Context: an optimization exercise on an open-source flow, tuned for small area. The choices shown serve that exercise and are no tape-out recipe.
Function was checked by simulation only, so behaviour that the tests miss may differ from the original.

==> flow/design.v, too long to show whole: its modules and the start of the top module <==
// module cordic_pipeline: 4425 lines
module cordic_pipeline(clk, x0, y0, z0, out_x, out_y, out_z);
  // ...
==> flow/run.sh <==
#!/bin/bash
# synth_recipe.tcl (not shown) runs the flow's synth.tcl, then flattens the netlist and writes it again
# the make line also repeats each setting of config.mk as NAME=value (left out here)
make -C /OpenROAD-flow-scripts/flow DESIGN_CONFIG=/design/flow/config.mk WORK_HOME=/design/flow/orfs CLKGATE_MAP_FILE= SYNTH_SCRIPT=/design/flow/synth_recipe.tcl finish
==> flow/config.mk <==
export PLATFORM = sky130hd
export DESIGN_NAME = cordic_pipeline
export DESIGN_NICKNAME = cordic_pipeline
export VERILOG_FILES = /design/flow/design.v
export SDC_FILE = /design/flow/constraint.sdc
export NUM_CORES = 4
export LEC_CHECK = 0
export CAP_MARGIN = 20
export CORE_MARGIN = 2
export CORE_UTILIZATION = 40
export CTS_BUF_LIST = sky130_fd_sc_hd__clkbuf_16
export CTS_CLUSTER_DIAMETER = 80
export CTS_CLUSTER_SIZE = 40
export SLEW_MARGIN = 20
==> flow/constraint.sdc <==
create_clock -name core_clock -period 4.0 [get_ports {clk}]
set_input_delay 0.8000 -clock core_clock [delete_from_list [all_inputs] [get_ports {clk}]]
set_output_delay 0.8000 -clock core_clock [all_outputs]
set_load 0.01 [all_outputs]
==> summary.txt, run 1 <==
- Result of the run: timing/DRC/antenna clean
- Global-route wire length before repair: 72.5 mm
- Number of search-and-repair iterations in the first detailed-routing pass: 4
- Final Critical Period: 3720 ps
- Core utilization of the finished layout: 44.7%
- Placeable core area: 67300 µm²
- Most common cell after layout, fill and taps aside: sky130_fd_sc_hd__dfxtp_1
- Area of combinational cells with multiple inputs: 13500 µm²
- Pre-CTS setup slack: 206 ps
- Number of remaining DRC errors: 0
- Post-synthesis adder-cell area fraction: 23.1%
- Instance count of the mapped netlist: 2341
- Wire per inst: 12.8 µm
- Count of maximum capacitance violations: 0
- Number of enable-type register cells in the synthesized netlist: 0
- Met1 routed wirelength after detailed routing: 16.7 mm
- Critical path arrival: 2920 ps
- Multiplexer share of the synthesized area: 1.46%
- Multi-input gates: 1323
- Skew-Pair Late Insertion Delay: 620 ps
- PortBufs: 96
- Clock root buffer master: sky130_fd_sc_hd__clkbuf_16
- Setup crit end kind: primary output
- Accumulated negative setup slack: 0 ps
- Maximum clock path buffer count: 3
- Area fraction of the dominant cell type after synthesis: 43.8%
- Mapped Nets: 2761
==> inputs of run 2 (changes only) <==
==> flow/flow/run.sh (new file) <==
#!/bin/bash
# Own layout flow: the standard synthesis, then a netlist clean-up that pushes inverters
# through full adders and xor/xnor cells (flow/invopt.py; registers and ports untouched),
# then the standard layout with smaller port buffers.
set -euo pipefail
R=orfs/results/${FLOW_PLATFORM}/cordic_pipeline/base
bash standard.sh synth > synth.log 2>&1
cp $R/1_2_yosys.v synth_netlist.v
python3 flow/invopt.py synth_netlist.v $R/1_2_yosys.v > invopt.log 2>&1
rm -f $R/1_synth.odb $R/1_synth.sdc
bash standard.sh BUFFER_PORTS_ARGS="-buffer_cell sky130_fd_sc_hd__buf_2" finish > layout.log 2>&1
==> flow/flow/invopt.py (new file) <==
#!/usr/bin/env python3
"""Push inverters through full adders (a full adder is self-dual: inverting all three inputs
inverts both outputs) to remove inverters that synthesis left around sky130 fa cells.
Registers, ports and every other cell are kept as they are. usage: invopt.py IN.v OUT.v"""
import re, sys, random, collections

src = open(sys.argv[1]).read()
m = re.search(r'\bmodule\b.*?;\n', src, re.S)
cell_re = re.compile(r'\n  (sky130_fd_sc_hd__\w+)\s+(\S+)\s*\((.*?)\);', re.S)
OUTPINS = {'X', 'Y', 'Q', 'Q_N', 'SUM', 'COUT', 'HI', 'LO'}
cells = []
for mm in cell_re.finditer(src):
    typ, name, body = mm.group(1), mm.group(2), mm.group(3)
    pins = [(p, n.strip()) for p, n in re.findall(r'\.(\w+)\(([^()]*)\)', body)]
    cells.append([typ, name, pins, mm.start(), mm.end()])
ports_in = set(); ports_out = set()
for kind, rng, names in re.findall(r'\n  (input|output)\s+(\[\d+:\d+\])?\s*([^;]+);', src):
    for nm in names.split(','):
        nm = nm.strip()
        if rng:
            hi, lo = map(int, rng[1:-1].split(':'))
            for i in range(min(hi, lo), max(hi, lo) + 1):
                (ports_in if kind == 'input' else ports_out).add('%s[%d]' % (nm, i))
        else:
            (ports_in if kind == 'input' else ports_out).add(nm)

def is_inv(t): return re.fullmatch(r'sky130_fd_sc_hd__inv_\d+', t) is not None
def is_fa(t): return re.fullmatch(r'sky130_fd_sc_hd__fa_\d+', t) is not None
def is_xor(t): return re.fullmatch(r'sky130_fd_sc_hd__x(n)?or2_\d+', t) is not None

drv = {}
loads = collections.defaultdict(list)   # net -> [(cell idx, pin)]
for ci, (typ, name, pins, a, b) in enumerate(cells):
    for p, n in pins:
        if p in OUTPINS: drv[n] = (ci, p)
        else: loads[n].append((ci, p))

def root(n):
    """(root net, polarity) following inverters back to a non-inverter driver."""
    pol = 0
    seen = 0
    while n in drv and is_inv(cells[drv[n][0]][0]) and seen < 50:
        ci = drv[n][0]
        n = dict(cells[ci][2])['A']; pol ^= 1; seen += 1
    return n, pol

# nets touching ports are left alone
frozen_roots = set()
for ci, c in enumerate(cells):
    if is_inv(c[0]):
        pins = dict(c[2])
        if pins['A'] in ports_in or pins['Y'] in ports_out:
            frozen_roots.add(root(pins['A'])[0])
for p in ports_out:
    frozen_roots.add(root(p)[0])

import os
MODE = os.environ.get('INVOPT', 'fx')
fas = [ci for ci, c in enumerate(cells) if (is_fa(c[0]) and 'f' in MODE) or (is_xor(c[0]) and 'x' in MODE)]
fa_index = {ci: i for i, ci in enumerate(fas)}
# consumers per root: list of (cell idx, pin, needed polarity relative to root)
cons = collections.defaultdict(list)
for ci, c in enumerate(cells):
    if is_inv(c[0]): continue
    for p, n in c[2]:
        if p in OUTPINS: continue
        if n in ('1\'h0', '1\'h1') or n.startswith("1'"): continue
        r, pol = root(n)
        if is_xor(c[0]): continue          # xor/xnor inputs take either polarity
        cons[r].append((ci, p, pol))
for p in ports_out:
    r, pol = root(p)
    cons[r].append((-1, p, pol))
producer = {}
for ci, c in enumerate(cells):
    if is_inv(c[0]): continue
    for p, n in c[2]:
        if p in OUTPINS: producer[n] = ci
flip = [0] * len(cells)

def sig_cost(r):
    if r in frozen_roots: return 0
    pi = flip[producer[r]] if r in producer else 0
    for ci, p, pol in cons[r]:
        need = pol ^ (flip[ci] if ci >= 0 else 0)
        if need != pi: return 1
    return 0

def fa_sigs(ci):
    s = set()
    for p, n in cells[ci][2]:
        if is_xor(cells[ci][0]) and p not in OUTPINS: continue
        s.add(root(n)[0])
    return s

cache_sigs = {ci: fa_sigs(ci) for ci in fas}
movable = [ci for ci in fas if not (cache_sigs[ci] & frozen_roots)]
allroots = set(cons) | set(producer)
before = sum(sig_cost(r) for r in allroots)
random.seed(1)
improved = True; rounds = 0
while improved and rounds < 50:
    improved = False; rounds += 1
    order = movable[:]; random.shuffle(order)
    for ci in order:
        sigs = cache_sigs[ci]
        c0 = sum(sig_cost(r) for r in sigs)
        flip[ci] ^= 1
        c1 = sum(sig_cost(r) for r in sigs)
        if c1 < c0: improved = True
        else: flip[ci] ^= 1
after = sum(sig_cost(r) for r in allroots)
print('inverters needed: before %d after %d (flipped %d of %d adders)' % (before, after, sum(flip), len(fas)),
      file=sys.stderr)

# ---- rewrite: every root gets its producer net (polarity pi) and, if needed, one inverter
newcells = []
newwires = []
net_for = {}   # (root, polarity) -> net name
cnt = 0
def get_net(r, pol):
    global cnt
    pi = flip[producer[r]] if r in producer else 0
    if pol == pi: return r
    key = (r, pol)
    if key not in net_for:
        cnt += 1
        nn = 'invopt_n%d' % cnt
        newwires.append(nn)
        newcells.append('  sky130_fd_sc_hd__inv_1 invopt_i%d (\n    .A(%s),\n    .Y(%s)\n  );' % (cnt, r, nn))
        net_for[key] = nn
    return net_for[key]

out = []
pos = 0
keep_inv = set()
# inverters feeding ports or fed by ports, or on frozen roots, are kept
for ci, c in enumerate(cells):
    if is_inv(c[0]):
        pins = dict(c[2])
        if root(pins['A'])[0] in frozen_roots: keep_inv.add(ci)
for ci, c in enumerate(cells):
    typ, name, pins, a, b = c
    out.append(src[pos:a]); pos = b
    if is_inv(typ) and ci not in keep_inv:
        continue
    if is_inv(typ):
        out.append(src[a:b]); continue
    fl = flip[ci]
    newpins = []
    if is_xor(typ):
        par = fl
        for p, n in pins:
            if p in OUTPINS or n.startswith("1'") or root(n)[0] in frozen_roots:
                newpins.append((p, n)); continue
            r, pol = root(n)
            pi = flip[producer[r]] if r in producer else 0
            newpins.append((p, get_net(r, pi)))
            par ^= pi ^ pol
        if par:
            if 'xnor2' in typ:
                typ = typ.replace('xnor2', 'xor2')
                newpins = [('X' if p == 'Y' else p, n) for p, n in newpins]
            else:
                typ = typ.replace('xor2', 'xnor2')
                newpins = [('Y' if p == 'X' else p, n) for p, n in newpins]
    else:
      for p, n in pins:
        if p in OUTPINS or n.startswith("1'") or root(n)[0] in frozen_roots:
            newpins.append((p, n)); continue
        r, pol = root(n)
        newpins.append((p, get_net(r, pol ^ fl)))
    body = ',\n'.join('    .%s(%s)' % (p, n) for p, n in newpins)
    out.append('\n  %s %s (\n%s\n  );' % (typ, name, body))
out.append(src[pos:])
res = ''.join(out)
decl = ''.join('  wire %s;\n' % w for w in newwires)
ins = res.index(';\n', res.index('module')) + 2
res = res[:ins] + decl + res[ins:]
endm = res.rindex('endmodule')
res = res[:endm] + '\n'.join(newcells) + '\n' + res[endm:]
open(sys.argv[2], 'w').write(res)
==> flow/standard.sh (new file) <==
#!/bin/bash
# synth_recipe.tcl (not shown) runs the flow's synth.tcl, then flattens the netlist and writes it again
# the make line also repeats each setting of config.mk as NAME=value (left out here)
make -C /OpenROAD-flow-scripts/flow DESIGN_CONFIG=/design/flow/config.mk WORK_HOME=/design/flow/orfs CLKGATE_MAP_FILE= SYNTH_SCRIPT=/design/flow/synth_recipe.tcl "${@:-finish}"
--- a/flow/config.mk
+++ b/flow/config.mk
@@ -8,7 +8,7 @@
 export CAP_MARGIN = 20
 export CORE_MARGIN = 2
 export CORE_UTILIZATION = 40
-export CTS_BUF_LIST = sky130_fd_sc_hd__clkbuf_16
-export CTS_CLUSTER_DIAMETER = 80
-export CTS_CLUSTER_SIZE = 40
+export CTS_BUF_LIST = sky130_fd_sc_hd__clkbuf_8
+export CTS_CLUSTER_DIAMETER = 60
+export CTS_CLUSTER_SIZE = 20
 export SLEW_MARGIN = 20
removed: flow/run.sh
==> summary.txt, run 2 <==
- Number of buffers created by CTS: 41 (was 30)
- M2 GR Usage: 24.7% (was 25.3%)
- Skew-Pair Late Insertion Delay: 640 ps (was 620 ps)
- Post-CTS Repair Setup Buffers: 0 (unchanged)
- CTS tree: done (unchanged)
- Result of the run: timing/DRC/antenna clean (unchanged)
- Number of rows in the core area: 94 (was 95)
- Via-per-instance ratio: 4.44 (was 4.38)
- Number of remaining DRC errors: 0 (unchanged)
- Wire per inst: 13.0 µm (was 12.8 µm)
- Final global-route overflow total: 0 (unchanged)
- Final worst-path cycle share: 94.3% (was 93.0%)
- Element type at the critical path start: flop (unchanged)
- Data required time of the critical path: 4520 ps (was 3200 ps)
- Destination of the worst hold path: y0_10_r1$_DFF_P_ (was y8_i_1343_r2$_DFF_P_)
- Critical path arrival: 4300 ps (was 2920 ps)
- Slowest stage cell, crit path: sky130_fd_sc_hd__dfxtp_1 (was sky130_fd_sc_hd__clkdlybuf4s50_1)
- I/O pins: 97 (unchanged)
- Instance count on the critical path: 16 (was 8)
- H-Tree Depth: 2 (was 1)
- Critical path's largest stage delay: 450 ps (was 540 ps)
- Commonest cells after routing, fill and taps aside: sky130_fd_sc_hd__dfxtp_1 (595), sky130_fd_sc_hd__xor2_1 (254), sky130_fd_sc_hd__xnor2_1 (240) (was sky130_fd_sc_hd__dfxtp_1 (595), sky130_fd_sc_hd__inv_1 (338), sky130_fd_sc_hd__xnor2_1 (274))
- Final Slew Violations: 0 (unchanged)
- Placeable core area: 65900 µm² (was 67300 µm²)
- Most congested layer reported by global routing: met2 (unchanged)
- Nets: 2680 (was 2825)
- Count of vias placed by the detailed router: 14000 (was 14500)
- # resized after CTS: 0 (unchanged)
- Count of yosys warnings during synthesis: 1 (unchanged)
- Number of search-and-repair iterations in the first detailed-routing pass: 4 (unchanged)
- PortBufs: 96 (unchanged)
- DRT Wirelength: 41.1 mm (was 42.2 mm)
- Total Die Area: 68600 µm² (was 70100 µm²)
- Critical path type: reg -> reg (was reg -> out)
- Fraction of layout instances using a drive strength above 1: 9.46% (was 4.53%)
- Sinks on the clock net: 595 (unchanged)
- Maximum clock path buffer count: 3 (unchanged)
- CP most frequent cell: sky130_fd_sc_hd__fa_1
- GRT Util Overall: 12.5% (about the same)
- Global-route wire length before repair: 69.4 mm (was 72.5 mm)
- Clock root buffer master: sky130_fd_sc_hd__clkbuf_8 (was sky130_fd_sc_hd__clkbuf_16)
- Final hold vios: 0 (unchanged)
- Number of global-route vias before repair: 14900 (was 15700)
- End of the worst register-to-register path: y6_q_1142_r1$_DFF_P_ (was x9_q_1422_r1$_DFF_P_)
- Initial antenna violation count: 1 (was 0)
- Post-synthesis area per instance: 12.2 µm² (was 11.6 µm²)
- Clock input transition at the sequential cells of the worst setup and hold paths: 110 ps (was 120 ps)
- M1 GR Usage: 13.1% (was 13.0%)
- Worst reg2reg startpoint: z5i_179_r1$_DFF_P_ (was zs_218_r1$_DFF_P_)
- Final setup vio count: 0 (unchanged)
- Fmax achieved: 265 MHz (was 269 MHz)
- Number of nets with antenna violations after detailed routing: 0 (unchanged)
- Global placement routability congestion: 0.824 (was 0.832)
- Vert. Die Dim: 262 µm (was 265 µm)
- Worst min-delay path category: in -> reg (was reg -> reg)
- Reg2Reg Setup Slack: 230 ps (was 320 ps)
- Transition time of the tightest slew-check pin: 825 ps (was 746 ps)
- Launch instance of the worst min-delay path: y0[10] (was y8_i_1343_r1$_DFF_P_)
- Final Critical Period: 3770 ps (was 3720 ps)
- Mapped Nets: 2606 (was 2761)
- Most common cell after layout, fill and taps aside: sky130_fd_sc_hd__dfxtp_1 (unchanged)
- Sequence of cells on the critical path: buf_4 > mux2i_1 > inv_1 > fa_1 > fa_1 > fa_1 > and3_1 > nand2_1 > o21ai_0 > a31oi_1 > inv_1 > ha_1 > nor4b_2 > nand3_1 > o21ai_0 > xor2_1 (was ha_1 > nand2b_1 > or4_1 > nor3_2 > nor4b_2 > a31oi_1 > xnor2_1 > clkdlybuf4s50_1)
- Width of the die: 262 µm (was 265 µm)
- Detailed-placement wirelength estimate: 33.5 mm (was 34.7 mm)
- Syn-to-layout area delta: 8.22% (was 10.7%)
- Combined area of all synthesized cells: 26600 µm² (was 27200 µm²)
- Depth of the worst hold-timing path: 1 (was 0)
- Reg2reg path depth: 16 (was 14)
- Bufs and invs on worst path: 3 (was 1)
- Relative slew margins: 45.0% (was 50.2%)
- CP top delay family: adder cells (was simple AND/OR/NAND/NOR gates)
- Starting density of the core: 40.4% (about the same)
- DR iter-0 viols: 374 (was 329)
- Count of maximum capacitance violations: 0 (unchanged)
- Accumulated negative setup slack: 0 ps (unchanged)
- Worst-case clock skew: 37.7 ps (was 37.6 ps)
- Setup crit end kind: flop (was primary output)
- Instance count of the mapped netlist: 2186 (was 2341)
- Largest net degree at the start of global routing: 21 (was 41)
- Hold buffer count at CTS: 0 (unchanged)
- Highest fanout seen on the critical path: 9 (was 5)
- Met3 track demand over resource in global routing: 1.89% (was 1.53%)
run 2: area by class of cell:
| class | instances | area (µm²) |
|---|---|---|
| fillers | 6135 | 37100 |
| multi-input cells | 1323 | 13500 |
| flip-flops and latches | 595 | 11900 |
| well taps | 864 | 1080 |
| inverters | 183 | 687 |
| clock buffers | 47 | 647 |
| repair buffers | 116 | 631 |
| clock inverters | 19 | 303 |
| diodes | 1 | 2.50 |
run 2: layer usage:
layer,vias up,share of wire [%],wire length (µm)
met5,-,0,0
met4,0,3.3,1340
met3,72,2.8,1160
met2,157,54,22300
met1,6655,40,16300
li1,7081,-,-
run 2: worst register-to-register path: cells and delay by family (launching register included):
kind / cells / cell delay [ps]
flops: 1 / 450
mux: 1 / 130
buf+inv: 3 / 390
xor+xnor: 1 / 160
fa+ha+maj: 4 / 1460
compound gates: 3 / 520
simple gates: 4 / 580
run 2: worst max path at each step:
stage                         start                     to
6_report         z5i_179_r1$_DFF_P_   y6_q_1142_r1$_DFF_P_
5_1_grt        x9_q_1407_r1$_DFF_P_  y10_q_1578_r1$_DFF_P_
4_1_cts        x9_q_1407_r1$_DFF_P_  y10_q_1578_r1$_DFF_P_
3_5_place_dp   x9_q_1407_r1$_DFF_P_  y10_q_1578_r1$_DFF_P_
3_3_place_gp   x9_q_1407_r1$_DFF_P_  y10_q_1578_r1$_DFF_P_
2_1_floorplan     zs_208_r1$_DFF_P_   y8_q_1368_r1$_DFF_P_
run 2: through the flow:
stage,area (µm²),setup WS (ps),hold WS (ps),cells,util (%)
after floorplan,26600,49.5,310,2186,-
after global placement,27800,228,310,3081,42.2
after detailed placement,27800,172,312,3081,42.2
after CTS,28800,160,181,3147,43.7
after global routing,28800,-5.22,193,3148,43.7
final,28800,228,250,3148,43.7
==> inputs of run 3 (changes only) <==
--- a/flow/flow/invopt.py
+++ b/flow/flow/invopt.py
@@ -109,6 +109,43 @@
         c1 = sum(sig_cost(r) for r in sigs)
         if c1 < c0: improved = True
         else: flip[ci] ^= 1
+# group moves: runs of adders joined by their carries
+carry_next = {}
+for ci in movable:
+    if not is_fa(cells[ci][0]): continue
+    co = dict(cells[ci][2]).get('COUT')
+    if co is None: continue
+    for cj in movable:
+        pass
+fa_by_cin_root = collections.defaultdict(list)
+for ci in movable:
+    if is_fa(cells[ci][0]):
+        fa_by_cin_root[root(dict(cells[ci][2])['CIN'])[0]].append(ci)
+for ci in movable:
+    if is_fa(cells[ci][0]):
+        co = dict(cells[ci][2])['COUT']
+        nx = fa_by_cin_root.get(co, [])
+        if len(nx) == 1: carry_next[ci] = nx[0]
+def try_group(g):
+    sigs = set()
+    for ci in g: sigs |= cache_sigs[ci]
+    c0 = sum(sig_cost(r) for r in sigs)
+    for ci in g: flip[ci] ^= 1
+    c1 = sum(sig_cost(r) for r in sigs)
+    if c1 < c0: return True
+    for ci in g: flip[ci] ^= 1
+    return False
+for it in range(20):
+    changed = False
+    for ci in movable:
+        g = [ci]
+        while g[-1] in carry_next and len(g) < 16:
+            g.append(carry_next[g[-1]])
+            if try_group(g): changed = True
+    order = movable[:]; random.shuffle(order)
+    for ci in order:
+        if try_group([ci]): changed = True
+    if not changed: break
 after = sum(sig_cost(r) for r in allroots)
 print('inverters needed: before %d after %d (flipped %d of %d adders)' % (before, after, sum(flip), len(fas)),
       file=sys.stderr)
--- a/flow/config.mk
+++ b/flow/config.mk
@@ -7,8 +7,9 @@
 export LEC_CHECK = 0
 export CAP_MARGIN = 20
 export CORE_MARGIN = 2
-export CORE_UTILIZATION = 40
+export CORE_UTILIZATION = 70
 export CTS_BUF_LIST = sky130_fd_sc_hd__clkbuf_8
 export CTS_CLUSTER_DIAMETER = 60
 export CTS_CLUSTER_SIZE = 20
+export PLACE_DENSITY = 0.8
 export SLEW_MARGIN = 20
==> summary.txt, run 3 <==
- Result of the run: timing/DRC/antenna clean (unchanged)
- Final hold vios: 0 (unchanged)
- Core utilization of the finished layout: 74.9% (was 43.7%)
- Setup crit end kind: flop (unchanged)
- Instance count of the mapped netlist: 2176 (was 2186)
- Global-route wire length before repair: 70.7 mm (was 69.4 mm)
- Slowest stage cell, crit path: sky130_fd_sc_hd__dfxtp_1 (unchanged)
- Critical path arrival: 4310 ps (was 4300 ps)
- Count of yosys warnings during synthesis: 1 (unchanged)
- Combined area of all synthesized cells: 26600 µm² (about the same)
- Final global-route overflow total: 0 (unchanged)
- Final Critical Period: 3800 ps (was 3770 ps)
- Data required time of the critical path: 4510 ps (was 4520 ps)
- FF+latch area: 11900 µm² (about the same)
- Final Slew Violations: 0 (unchanged)
- Post-route cell area: 28100 µm² (was 28800 µm²)
- Commonest cells after routing, fill and taps aside: sky130_fd_sc_hd__dfxtp_1 (593), sky130_fd_sc_hd__xor2_1 (250), sky130_fd_sc_hd__xnor2_1 (244) (was sky130_fd_sc_hd__dfxtp_1 (595), sky130_fd_sc_hd__xor2_1 (254), sky130_fd_sc_hd__xnor2_1 (240))
- DRT Wirelength: 41.5 mm (was 41.1 mm)
- Number of remaining DRC errors: 0 (unchanged)
- H-Tree Depth: 2 (unchanged)
- Number of global-route vias before repair: 15200 (was 14900)
- Clock root buffer master: sky130_fd_sc_hd__clkbuf_8 (unchanged)
- Setup repair after global routing missed its margin: false
- Element type at the critical path start: flop (unchanged)
- Sequence of cells on the critical path: xor2_1 > fa_1 > fa_1 > fa_1 > nand4_1 > o21a_1 > inv_1 > fa_1 > inv_1 > ha_1 > nand2_1 > nor4_1 > mux2i_1 > xnor2_1 (was buf_4 > mux2i_1 > inv_1 > fa_1 > fa_1 > fa_1 > and3_1 > nand2_1 > o21ai_0 > a31oi_1 > inv_1 > ha_1 > nor4b_2 > nand3_1 > o21ai_0 > xor2_1)
- Placeable core area: 37500 µm² (was 65900 µm²)
- Mapped Nets: 2596 (was 2606)
- Most common cell after layout, fill and taps aside: sky130_fd_sc_hd__dfxtp_1 (unchanged)
- Most congested layer reported by global routing: met2 (unchanged)
- Via-per-instance ratio: 5.08 (was 4.44)
- CP most frequent cell: sky130_fd_sc_hd__fa_1 (unchanged)
- Fraction of layout instances using a drive strength above 1: 9.07% (was 9.46%)
- Total Die Area: 39500 µm² (was 68600 µm²)
- Transition time of the tightest slew-check pin: 871 ps (was 825 ps)
- Skew-Pair Late Insertion Delay: 650 ps (was 640 ps)
- GRT Util Overall: 22.6% (was 12.5%)
- Final setup vio count: 0 (unchanged)
- Syn-to-layout area delta: 5.64% (was 8.22%)
- Worst-case clock skew: 21.3 ps (was 37.7 ps)
- Antenna Cells: 0 (was 1)
- Number of buffers created by CTS: 39 (was 41)
- PortBufs: 96 (unchanged)
- Relative slew margins: 41.9% (was 45.0%)
- Critical path's largest stage delay: 600 ps (was 450 ps)
- Largest net degree at the start of global routing: 30 (was 21)
- Number of rows in the core area: 71 (was 94)
- Maximum clock path buffer count: 3 (unchanged)
- Initial antenna violation count: 0 (was 1)
- Depth of the worst hold-timing path: 1 (unchanged)
- Post-CTS Repair Setup Buffers: 0 (unchanged)
- Starting density of the core: 70.9% (was 40.4%)
- Number of nets with antenna violations after detailed routing: 0 (unchanged)
- Post-synthesis area per instance: 12.2 µm² (about the same)
- Count of vias placed by the detailed router: 14100 (was 14000)
- Global placement routability congestion: 0.831 (was 0.824)
- Highest fanout seen on the critical path: 9 (unchanged)
- Area of combinational cells with multiple inputs: 13500 µm² (about the same)
- Hold buffer count at CTS: 0 (unchanged)
- Detailed-placement wirelength estimate: 33.4 mm (was 33.5 mm)
- DP Area: 27300 µm² (was 27800 µm²)
- Fmax achieved: 263 MHz (was 265 MHz)
- M2 GR Usage: 42.4% (was 24.7%)
- Reg2reg path depth: 14 (was 16)
- Wire per inst: 15.0 µm (was 13.0 µm)
- Accumulated negative setup slack: 0 ps (unchanged)
- Clock input transition at the sequential cells of the worst setup and hold paths: 110 ps (about the same)
- Width of the die: 199 µm (was 262 µm)
- Critical path type: reg -> reg (unchanged)
- Count of maximum capacitance violations: 0 (unchanged)
- # resized after CTS: 0 (unchanged)
- Number of filler cells placed in the layout: 2531 (was 6135)
- CTS tree: done (unchanged)
- Worst min-delay path category: in -> reg (unchanged)
- Number of search-and-repair iterations in the first detailed-routing pass: 6 (was 4)
- I/O pins: 97 (unchanged)
- M1 GR Usage: 26.2% (was 13.1%)
- Nets: 2664 (was 2680)
- Vert. Die Dim: 199 µm (was 262 µm)
- Met3 track demand over resource in global routing: 3.20% (was 1.89%)
- Final worst-path cycle share: 94.9% (was 94.3%)
- Sinks on the clock net: 595 (unchanged)
- DR iter-0 viols: 459 (was 374)
-- run 3: per-stage QoR --
step / setup WS (ps) / std cells / hold WS (ps)
global placement: 276 / 2714 / 310
detailed placement: 125 / 2714 / 312
CTS: 73.9 / 2772 / 196
global route: 2.95 / 2772 / 206
floorplan: 49.5 / 2176 / 310
finish: 203 / 2772 / 252
-- run 3: layer usage --
metal,vias up,wire [µm]
li1,7046,-
met5,-,0
met3,78,1210
met1,6788,17400
met2,177,21700
met4,0,1170
-- run 3: area by class of cell --
cell class	instances	area share, %
clock inverters	18	0.678
flip-flops and latches	595	42.4
clock buffers	40	1.96
multi-input cells	1323	48.2
well taps	511	2.28
inverters	173	2.31
repair buffers	112	2.14
-- run 3: critical path, delay by kind of cell (launching register included) --
family | cells | cell delay (ps)
AND/OR/NAND/NOR | 3 | 560
adder cells (fa/ha/maj) | 5 | 1800
flip-flops | 1 | 600
AO/OA/AOI/OAI | 1 | 130
multiplexers | 1 | 150
buffers and inverters | 2 | 130
XOR/XNOR | 2 | 300
-- run 3: worst paths after layout --
kind                            slack (ps)              endpoint          startpoint
worst max-delay path                   200  x7_q_1200_r1$_DFF_P_  nS_1143_r1$_DFF_P_
worst min-delay path                   250       y0_8_r1$_DFF_P_               y0[8]
worst max register to register         200  x7_q_1200_r1$_DFF_P_  nS_1143_r1$_DFF_P_
worst min register to register         330    z2i_110_r5$_DFF_P_  z2i_110_r4$_DFF_P_
==> inputs of run 4 (changes only) <==
--- a/flow/config.mk
+++ b/flow/config.mk
@@ -7,9 +7,9 @@
 export LEC_CHECK = 0
 export CAP_MARGIN = 20
 export CORE_MARGIN = 2
-export CORE_UTILIZATION = 70
+export CORE_UTILIZATION = 60
 export CTS_BUF_LIST = sky130_fd_sc_hd__clkbuf_8
 export CTS_CLUSTER_DIAMETER = 60
 export CTS_CLUSTER_SIZE = 20
-export PLACE_DENSITY = 0.8
+export PLACE_DENSITY = 0.7
 export SLEW_MARGIN = 20
==> summary.txt, run 4 <==
- Sequence of cells on the critical path: mux2i_1 > inv_1 > fa_1 > fa_1 > fa_1 > a31oi_1 > ha_1 > or3b_2 > a211o_1 > nor4b_1 > mux2i_1 > xnor2_1 (was xor2_1 > fa_1 > fa_1 > fa_1 > nand4_1 > o21a_1 > inv_1 > fa_1 > inv_1 > ha_1 > nand2_1 > nor4_1 > mux2i_1 > xnor2_1)
- Combined area of all synthesized cells: 26600 µm² (unchanged)
- GRT Util Overall: 19.0% (was 22.6%)
- Highest fanout seen on the critical path: 4 (was 9)
- Count of maximum capacitance violations: 0 (unchanged)
- Clock root buffer master: sky130_fd_sc_hd__clkbuf_8 (unchanged)
- Accumulated negative setup slack: 0 ps (unchanged)
- Critical path type: reg -> reg (unchanged)
- Syn-to-layout area delta: 6.91% (was 5.64%)
- Final Slew Violations: 0 (unchanged)
- Skew-Pair Late Insertion Delay: 660 ps (was 650 ps)
- Final global-route overflow total: 0 (unchanged)
- PortBufs: 96 (unchanged)
- Global placement routability congestion: 0.833 (was 0.831)
- Result of the run: timing/DRC/antenna clean (unchanged)
- Number of remaining DRC errors: 0 (unchanged)
- Starting density of the core: 60.5% (was 70.9%)
- Transition time of the tightest slew-check pin: 859 ps (was 871 ps)
- Vert. Die Dim: 214 µm (was 199 µm)
- Placeable core area: 43900 µm² (was 37500 µm²)
- Number of search-and-repair iterations in the first detailed-routing pass: 4 (was 6)
- Setup crit end kind: flop (unchanged)
- CP most frequent cell: sky130_fd_sc_hd__fa_1 (unchanged)
- Setup repair after global routing missed its margin: false (unchanged)
- Reg2Reg Setup Slack: 200 ps (about the same)
- Element type at the critical path start: flop (unchanged)
- Fraction of layout instances using a drive strength above 1: 9.46% (was 9.07%)
- Sinks on the clock net: 595 (unchanged)
- Dpl cells: 2796 (was 2714)
- Critical path arrival: 4350 ps (was 4310 ps)
- Relative slew margins: 42.7% (was 41.9%)
- Number of rows in the core area: 77 (was 71)
- Width of the die: 214 µm (was 199 µm)
- Clock input transition at the sequential cells of the worst setup and hold paths: 110 ps (about the same)
- Worst-case clock skew: 38.5 ps (was 21.3 ps)
- Wire per inst: 14.6 µm (was 15.0 µm)
- Antenna Cells: 0 (unchanged)
- Fmax achieved: 263 MHz (about the same)
- Via-per-instance ratio: 4.92 (was 5.08)
- Worst min-delay path category: in -> reg (unchanged)
- Total Die Area: 46000 µm² (was 39500 µm²)
- Largest net degree at the start of global routing: 30 (unchanged)
- Post-synthesis area per instance: 12.2 µm² (unchanged)
- Global-route wire length before repair: 71.3 mm (was 70.7 mm)
- Critical path's largest stage delay: 470 ps (was 600 ps)
- H-Tree Depth: 2 (unchanged)
- DR iter-0 viols: 554 (was 459)
- Mapped Nets: 2596 (unchanged)
- Initial antenna violation count: 0 (unchanged)
- Data required time of the critical path: 4550 ps (was 4510 ps)
- Final worst-path cycle share: 95.0% (was 94.9%)
- DRT Wirelength: 41.7 mm (was 41.5 mm)
- Most common cell after layout, fill and taps aside: sky130_fd_sc_hd__dfxtp_1 (unchanged)
- Count of vias placed by the detailed router: 14100 (about the same)
- Final hold vios: 0 (unchanged)
- Commonest cells after routing, fill and taps aside: sky130_fd_sc_hd__dfxtp_1 (594), sky130_fd_sc_hd__xor2_1 (250), sky130_fd_sc_hd__xnor2_1 (244) (was sky130_fd_sc_hd__dfxtp_1 (593), sky130_fd_sc_hd__xor2_1 (250), sky130_fd_sc_hd__xnor2_1 (244))
- I/O pins: 97 (unchanged)
- Slowest stage cell, crit path: sky130_fd_sc_hd__or3b_2 (was sky130_fd_sc_hd__dfxtp_1)
- Instance count of the mapped netlist: 2176 (unchanged)
- Count of yosys warnings during synthesis: 1 (unchanged)
- Maximum clock path buffer count: 3 (unchanged)
- Number of nets with antenna violations after detailed routing: 0 (unchanged)
- Final setup vio count: 0 (unchanged)
- CTS tree: done (unchanged)
- Final Critical Period: 3800 ps (about the same)
- Final instance count without filler cells: 2865 (was 2772)
- Hold buffer count at CTS: 0 (unchanged)
- Nets: 2668 (was 2664)
- Number of global-route vias before repair: 14900 (was 15200)
- Detailed-placement wirelength estimate: 33.7 mm (was 33.4 mm)
- Number of buffers created by CTS: 42 (was 39)
- Number of filler cells placed in the layout: 3454 (was 2531)
-- run 4: layer usage --
layer | up-vias | track usage [%] | wire length (µm)
li1 | 7058 | - | -
met1 | 6834 | 22.3 | 17400
met2 | 147 | 35.4 | 22000
met3 | 69 | 3.23 | 1200
met4 | 0 | 6.04 | 1140
met5 | - | 0 | 0
-- run 4: final cells by class --
cell class | instances | area (µm²) | share of cell area (%)
clock buffers | 45 | 619 | 2.18
clock inverters | 24 | 354 | 1.25
inverters | 173 | 649 | 2.29
multi-input cells | 1323 | 13500 | 47.6
flip-flops and latches | 595 | 11900 | 41.9
well taps | 592 | 741 | 2.61
repair buffers | 113 | 608 | 2.14
-- run 4: worst paths after layout --
check / start / endpoint / depth (start not counted)
worst min-delay path: y0[11] / y0_11_r1$_DFF_P_ / 1
worst min register to register: z9s_223_r1$_DFF_P_ / z9s_223_r2$_DFF_P_ / 0
worst max register to register: x9_q_1407_r1$_DFF_P_ / y10_q_1578_r1$_DFF_P_ / 12
worst max-delay path: x9_q_1407_r1$_DFF_P_ / y10_q_1578_r1$_DFF_P_ / 12
-- run 4: through the flow --
stage	utilization (%)	setup WS (ps)	hold slack, ps	instance area [µm²]
2_1_floorplan	-	49.5	310	26600
5_1_grt	64.7	4.86	187	28400
3_3_place_gp	62.4	233	310	27400
6_report	64.7	201	245	28400
4_1_cts	64.6	192	173	28400
3_5_place_dp	62.4	190	312	27400
-- run 4: worst max-delay path, delay by kind of cell (launching register included) --
kind / cells / cell delay [ps]
simple gates: 2 / 830
flops: 1 / 380
mux: 2 / 350
buf+inv: 1 / 70
fa+ha+maj: 4 / 1360
xor+xnor: 1 / 140
compound gates: 2 / 560
-- run 4: what timing repair did --
item / 4_1_cts / 5_1_grt
setup buffers: 0 / 0
endpoints found under the hold margin: 0 / 0
endpoints found under the setup margin: 0 / 5
gates resized for setup: 0 / 4
==> inputs of run 5 (changes only) <==
--- a/flow/config.mk
+++ b/flow/config.mk
@@ -7,9 +7,9 @@
 export LEC_CHECK = 0
 export CAP_MARGIN = 20
 export CORE_MARGIN = 2
-export CORE_UTILIZATION = 60
+export CORE_UTILIZATION = 80
 export CTS_BUF_LIST = sky130_fd_sc_hd__clkbuf_8
 export CTS_CLUSTER_DIAMETER = 60
 export CTS_CLUSTER_SIZE = 20
-export PLACE_DENSITY = 0.7
+export PLACE_DENSITY = 0.9
 export SLEW_MARGIN = 20
==> summary.txt, run 5 <==
- Result of the run: timing/DRC/antenna clean (unchanged)
- End of the worst register-to-register path: y10_q_1578_r1$_DFF_P_ (unchanged)
- Final instance count without filler cells: 2705 (was 2865)
- Final worst-path cycle share: 95.2% (was 95.0%)
- Launch instance of the worst min-delay path: y0[10] (was y0[11])
- Data required time of the critical path: 4480 ps (was 4550 ps)
- Fraction of layout instances using a drive strength above 1: 8.88% (was 9.46%)
- Initial antenna violation count: 0 (unchanged)
- Sinks on the clock net: 595 (unchanged)
- Wire per inst: 17.1 µm (was 14.6 µm)
- H-Tree Depth: 2 (unchanged)
- Starting density of the core: 81.5% (was 60.5%)
- Nets: 2664 (was 2668)
- Post-route cell area: 28000 µm² (was 28400 µm²)
- Count of vias placed by the detailed router: 14700 (was 14100)
- Final hold vios: 0 (unchanged)
- Number of remaining DRC errors: 0 (unchanged)
- GRT Util Overall: 28.3% (was 19.0%)
- Commonest cells after routing, fill and taps aside: sky130_fd_sc_hd__dfxtp_1 (595), sky130_fd_sc_hd__xor2_1 (250), sky130_fd_sc_hd__xnor2_1 (244) (was sky130_fd_sc_hd__dfxtp_1 (594), sky130_fd_sc_hd__xor2_1 (250), sky130_fd_sc_hd__xnor2_1 (244))
- Fmax achieved: 263 MHz (about the same)
- # resized after CTS: 0 (unchanged)
- Final Slew Violations: 0 (unchanged)
- Hold buffer count at CTS: 0 (unchanged)
- Post-synthesis area per instance: 12.2 µm² (unchanged)
- Number of filler cells placed in the layout: 1560 (was 3454)
- Dpl cells: 2645 (was 2796)
- Element type at the critical path start: flop (unchanged)
- Depth of the worst hold-timing path: 1 (unchanged)
- Number of nets with antenna violations after detailed routing: 0 (unchanged)
- Number of global-route vias before repair: 16100 (was 14900)
- Detailed-placement wirelength estimate: 35.3 mm (was 33.7 mm)
- Worst min-delay path category: in -> reg (unchanged)
- I/O pins: 97 (unchanged)
- Syn-to-layout area delta: 5.51% (was 6.91%)
- Final hold slack: 320 ps (was 245 ps)
- DRT Wirelength: 46.3 mm (was 41.7 mm)
- Global placement routability congestion: 0.866 (was 0.833)
- Accumulated negative setup slack: 0 ps (unchanged)
- DR iter-0 viols: 629 (was 554)
- Destination of the worst hold path: y0_10_r1$_DFF_P_ (was y0_11_r1$_DFF_P_)
- Largest net degree at the start of global routing: 30 (unchanged)
- Maximum clock path buffer count: 3 (unchanged)
- Combined area of all synthesized cells: 26600 µm² (unchanged)
- Minimum setup slack in the final design: 194 ps (was 201 ps)
- Number of rows in the core area: 66 (was 77)
- Core utilization of the finished layout: 86.0% (was 64.7%)
- Post-CTS Repair Setup Buffers: 0 (unchanged)
- PortBufs: 96 (unchanged)
- CTS tree: done (unchanged)
- Placeable core area: 32600 µm² (was 43900 µm²)
- Clock root buffer master: sky130_fd_sc_hd__clkbuf_8 (unchanged)
- Via-per-instance ratio: 5.44 (was 4.92)
- Final global-route overflow total: 0 (unchanged)
- Vert. Die Dim: 186 µm (was 214 µm)
- Final Critical Period: 3810 ps (was 3800 ps)
- Total Die Area: 34700 µm² (was 46000 µm²)
- Critical path arrival: 4290 ps (was 4350 ps)
- Clock input transition at the sequential cells of the worst setup and hold paths: 110 ps (about the same)
- Critical path type: reg -> reg (unchanged)
- Most common cell after layout, fill and taps aside: sky130_fd_sc_hd__dfxtp_1 (unchanged)
- Pre-CTS setup slack: 99.2 ps (was 190 ps)
- Number of search-and-repair iterations in the first detailed-routing pass: 5 (was 4)
- Reg2reg path depth: 12 (unchanged)
- Width of the die: 186 µm (was 214 µm)
- Number of buffers created by CTS: 39 (was 42)
- DP Area: 27200 µm² (was 27400 µm²)
- Instance count of the mapped netlist: 2176 (unchanged)
- Highest fanout seen on the critical path: 4 (unchanged)
- Reg2Reg Setup Slack: 190 ps (was 200 ps)
- Relative slew margins: 38.1% (was 42.7%)
- Skew-Pair Late Insertion Delay: 590 ps (was 660 ps)
- Setup crit end kind: flop (unchanged)
- Count of yosys warnings during synthesis: 1 (unchanged)
- Final setup vio count: 0 (unchanged)
- Global-route wire length before repair: 77.1 mm (was 71.3 mm)
- Worst reg2reg startpoint: x9_q_1407_r1$_DFF_P_ (unchanged)
- Transition time of the tightest slew-check pin: 929 ps (was 859 ps)
- Count of maximum capacitance violations: 0 (unchanged)
- Mapped Nets: 2596 (unchanged)
- Worst-case clock skew: 25.2 ps (was 38.5 ps)
- Antenna Cells: 0 (unchanged)
==> run 5: routing by layer <==
| metal | track usage [%] | vias up | share of wire (%) |
|---|---|---|---|
| li1 | - | 7047 | - |
| met1 | 32.1 | 7211 | 39 |
| met2 | 53.7 | 343 | 54 |
| met3 | 3.91 | 122 | 3.7 |
| met4 | 11.4 | 0 | 3.7 |
| met5 | 0 | - | 0 |
==> run 5: final cells by class <==
cell class	count	area, µm²	share of cell area, %
multi-input cells	1323	13500	48.2
repair buffers	112	601	2.14
clock buffers	43	592	2.11
flip-flops and latches	595	11900	42.5
inverters	173	649	2.32
clock inverters	17	209	0.745
well taps	442	553	1.97
==> run 5: critical path: stages, from the launching register on <==
cell	delay, ps
sky130_fd_sc_hd__dfxtp_1	390
sky130_fd_sc_hd__mux2i_1	210
sky130_fd_sc_hd__inv_1	70
sky130_fd_sc_hd__fa_1	390
sky130_fd_sc_hd__fa_1	390
sky130_fd_sc_hd__fa_1	410
sky130_fd_sc_hd__a31oi_1	280
sky130_fd_sc_hd__ha_1	220
sky130_fd_sc_hd__or3b_2	480
sky130_fd_sc_hd__a211o_1	300
sky130_fd_sc_hd__nor4b_2	270
sky130_fd_sc_hd__mux2i_1	140
sky130_fd_sc_hd__xnor2_1	150
==> run 5: worst max path at each step <==
stage,end,cells after the start,startpoint
2_1_floorplan,y8_q_1368_r1$_DFF_P_,15,zs_208_r1$_DFF_P_
3_3_place_gp,y10_q_1578_r1$_DFF_P_,12,x9_q_1407_r1$_DFF_P_
3_5_place_dp,y10_q_1578_r1$_DFF_P_,12,x9_q_1407_r1$_DFF_P_
4_1_cts,y10_q_1578_r1$_DFF_P_,12,x9_q_1407_r1$_DFF_P_
5_1_grt,y10_q_1572_r1$_DFF_P_,12,x9_q_1407_r1$_DFF_P_
6_report,y10_q_1578_r1$_DFF_P_,12,x9_q_1407_r1$_DFF_P_
==> inputs of run 6 (changes only) <==
--- a/flow/config.mk
+++ b/flow/config.mk
@@ -7,9 +7,8 @@
 export LEC_CHECK = 0
 export CAP_MARGIN = 20
 export CORE_MARGIN = 2
-export CORE_UTILIZATION = 80
+export CORE_UTILIZATION = 40
 export CTS_BUF_LIST = sky130_fd_sc_hd__clkbuf_8
 export CTS_CLUSTER_DIAMETER = 60
 export CTS_CLUSTER_SIZE = 20
-export PLACE_DENSITY = 0.9
 export SLEW_MARGIN = 20
==> summary.txt, run 6 <==
- Clock input transition at the sequential cells of the worst setup and hold paths: 120 ps (was 110 ps)
- GRT Util Overall: 12.6% (was 28.3%)
- End of the worst register-to-register path: x9_q_1422_r1$_DFF_P_ (was y10_q_1578_r1$_DFF_P_)
- Syn-to-layout area delta: 8.20% (was 5.51%)
- Critical path type: reg -> reg (unchanged)
- Highest fanout seen on the critical path: 5 (was 4)
- I/O pins: 97 (unchanged)
- Element type at the critical path start: flop (unchanged)
- Depth of the worst hold-timing path: 1 (unchanged)
- Final worst-path cycle share: 93.7% (was 95.2%)
- Largest net degree at the start of global routing: 21 (was 30)
- Number of buffers created by CTS: 42 (was 39)
- Global-route wire length before repair: 70.6 mm (was 77.1 mm)
- Final instance count without filler cells: 3141 (was 2705)
- Maximum clock path buffer count: 3 (unchanged)
- H-Tree Depth: 2 (unchanged)
- Result of the run: timing/DRC/antenna clean (unchanged)
- Instance count of the mapped netlist: 2176 (unchanged)
- Post-route cell area: 28800 µm² (was 28000 µm²)
- Number of search-and-repair iterations in the first detailed-routing pass: 6 (was 5)
- Commonest cells after routing, fill and taps aside: sky130_fd_sc_hd__dfxtp_1 (594), sky130_fd_sc_hd__xor2_1 (250), sky130_fd_sc_hd__xnor2_1 (244) (was sky130_fd_sc_hd__dfxtp_1 (595), sky130_fd_sc_hd__xor2_1 (250), sky130_fd_sc_hd__xnor2_1 (244))
- Worst reg2reg startpoint: zs_218_r1$_DFF_P_ (was x9_q_1407_r1$_DFF_P_)
- Accumulated negative setup slack: 0 ps (unchanged)
- Transition time of the tightest slew-check pin: 727 ps (was 929 ps)
- Critical path's largest stage delay: 410 ps (was 480 ps)
- Sinks on the clock net: 595 (unchanged)
- Via-per-instance ratio: 4.42 (was 5.44)
- Setup crit end kind: flop (unchanged)
- Nets: 2670 (was 2664)
- Hold buffer count at CTS: 0 (unchanged)
- PortBufs: 96 (unchanged)
- Number of filler cells placed in the layout: 6034 (was 1560)
- Mapped Nets: 2596 (unchanged)
- Vert. Die Dim: 262 µm (was 186 µm)
- Number of global-route vias before repair: 15000 (was 16100)
- Reg2Reg Setup Slack: 250 ps (was 190 ps)
- Total Die Area: 68500 µm² (was 34700 µm²)
- Final setup vio count: 0 (unchanged)
- Minimum setup slack in the final design: 250 ps (was 194 ps)
- Data required time of the critical path: 4520 ps (was 4480 ps)
- Skew-Pair Late Insertion Delay: 640 ps (was 590 ps)
- # resized after CTS: 0 (unchanged)
- Final Critical Period: 3750 ps (was 3810 ps)
- Slowest stage cell, crit path: sky130_fd_sc_hd__dfxtp_1 (was sky130_fd_sc_hd__or3b_2)
- Clock root buffer master: sky130_fd_sc_hd__clkbuf_8 (unchanged)
- Fmax achieved: 267 MHz (was 263 MHz)
- CP most frequent cell: sky130_fd_sc_hd__fa_1 (unchanged)
- Pre-CTS setup slack: 104 ps (was 99.2 ps)
- Number of rows in the core area: 94 (was 66)
- Final Slew Violations: 0 (unchanged)
- DRT Wirelength: 41.2 mm (was 46.3 mm)
- Bufs and invs on worst path: 2 (was 1)
- Fraction of layout instances using a drive strength above 1: 9.58% (was 8.88%)
- DR iter-0 viols: 411 (was 629)
- Wire per inst: 13.1 µm (was 17.1 µm)
- Dpl cells: 3070 (was 2645)
- Number of nets with antenna violations after detailed routing: 0 (unchanged)
- Most common cell after layout, fill and taps aside: sky130_fd_sc_hd__dfxtp_1 (unchanged)
- Global placement routability congestion: 0.819 (was 0.866)
- Critical path arrival: 4270 ps (was 4290 ps)
- Width of the die: 262 µm (was 186 µm)
- Count of vias placed by the detailed router: 13900 (was 14700)
- Sequence of cells on the critical path: nor2_1 > a21oi_1 > inv_1 > fa_1 > fa_1 > fa_1 > inv_1 > nor2_1 > nand2_1 > o21a_1 > ha_1 > nor3b_1 > o211ai_1 > nor4_1 > mux2i_1 > xnor2_1 (was mux2i_1 > inv_1 > fa_1 > fa_1 > fa_1 > a31oi_1 > ha_1 > or3b_2 > a211o_1 > nor4b_2 > mux2i_1 > xnor2_1)
- Detailed-placement wirelength estimate: 33.5 mm (was 35.3 mm)
- Count of maximum capacitance violations: 0 (unchanged)
- CP top delay family: adder cells (unchanged)
- Setup repair after global routing missed its margin: false
- Destination of the worst hold path: x0_8_r1$_DFF_P_ (was y0_10_r1$_DFF_P_)
- Launch instance of the worst min-delay path: x0[8] (was y0[10])
- Relative slew margins: 51.5% (was 38.1%)
- Post-CTS Repair Setup Buffers: 0 (unchanged)
- Final hold vios: 0 (unchanged)
- Placeable core area: 65700 µm² (was 32600 µm²)
- Final hold slack: 253 ps (was 320 ps)
- Number of remaining DRC errors: 0 (unchanged)
- Initial antenna violation count: 1 (was 0)
- DP Area: 27800 µm² (was 27200 µm²)
- Worst-case clock skew: 28.1 ps (was 25.2 ps)
- Final global-route overflow total: 0 (unchanged)
- Post-synthesis area per instance: 12.2 µm² (unchanged)
- Worst min-delay path category: in -> reg (unchanged)
- Combined area of all synthesized cells: 26600 µm² (unchanged)
- Reg2reg path depth: 16 (was 12)
- Core utilization of the finished layout: 43.7% (was 86.0%)
- Count of yosys warnings during synthesis: 1 (unchanged)
- CTS tree: done (unchanged)
- Starting density of the core: 40.4% (was 81.5%)
[run 6: layout make-up]
type,count,area (µm²),area share (%)
multi-input combinational,1323,13500,47.1
sequential,595,11900,41.4
tap,864,1080,3.76
inverter,173,649,2.26
timing repair buffer,115,623,2.17
clock buffer,44,606,2.11
clock inverter,25,339,1.18
antenna,2,5.00,0.0174
[run 6: worst max-delay path by stage]
| stage | end | from | cells after the start | slack (ps) |
|---|---|---|---|---|
| finish | x9_q_1422_r1$_DFF_P_ | zs_218_r1$_DFF_P_ | 16 | 250 |
| global placement | y10_q_1578_r1$_DFF_P_ | x9_q_1407_r1$_DFF_P_ | 12 | 240 |
| floorplan | y8_q_1368_r1$_DFF_P_ | zs_208_r1$_DFF_P_ | 15 | 50 |
| CTS | y10_q_1578_r1$_DFF_P_ | x9_q_1407_r1$_DFF_P_ | 12 | 90 |
| detailed placement | y10_q_1578_r1$_DFF_P_ | x9_q_1407_r1$_DFF_P_ | 12 | 100 |
| global route | y10_q_1578_r1$_DFF_P_ | x9_q_1407_r1$_DFF_P_ | 12 | 10 |
[run 6: metal layers]
| metal | track usage, % | share of wire, % | vias up |
|---|---|---|---|
| met5 | 0 | 0 | - |
| met1 | 13.1 | 39 | 6600 |
| met2 | 25.2 | 55 | 146 |
| met4 | 4.69 | 3.1 | 0 |
| met3 | 1.88 | 2.7 | 73 |
| li1 | - | - | 7066 |

afterwards: timing with drivers on the ports:
No port has a modelled driver above. Below, the same layouts with a new extraction and two added sets of constraints.
Step 1 (the two cells are an assumption about what drives the block):
set clk [get_ports {clk}]
set_driving_cell -lib_cell sky130_fd_sc_hd__clkbuf_16 $clk
set_driving_cell -lib_cell sky130_fd_sc_hd__buf_2 [delete_from_list [all_inputs] $clk]
Step 2 also shifts input and output timing later by t, the mid clock arrival at the registers, as if the neighbouring blocks saw the same clock.
a / b / c = ideal / step 1 / step 2; a / b = the first two.
run | t (ns) | setup WS [ns] | worst hold slack (ns) | worst setup path at the end | cell pins on the clock port's net
run 1 | 0.667 | 0.281 / 0.221 / 0.321 | 0.326 / 0.326 / 0.326 | register to register | 1
run 2 | 0.676 | 0.228 / 0.228 / 0.228 | 0.250 / 0.215 / 0.329 | register to register | 1
run 3 | 0.685 | 0.203 / 0.203 / 0.203 | 0.252 / 0.222 / 0.331 | register to register | 1
run 4 | 0.690 | 0.201 / 0.201 / 0.201 | 0.245 / 0.217 / 0.335 | register to register | 1
run 5 | 0.625 | 0.194 / 0.194 / 0.194 | 0.320 / 0.294 / 0.335 | register to register | 1
run 6 | 0.681 | 0.250 / 0.250 / 0.250 | 0.253 / 0.219 / 0.332 | register to register | 1
After both steps setup and hold are still met in every run listed.
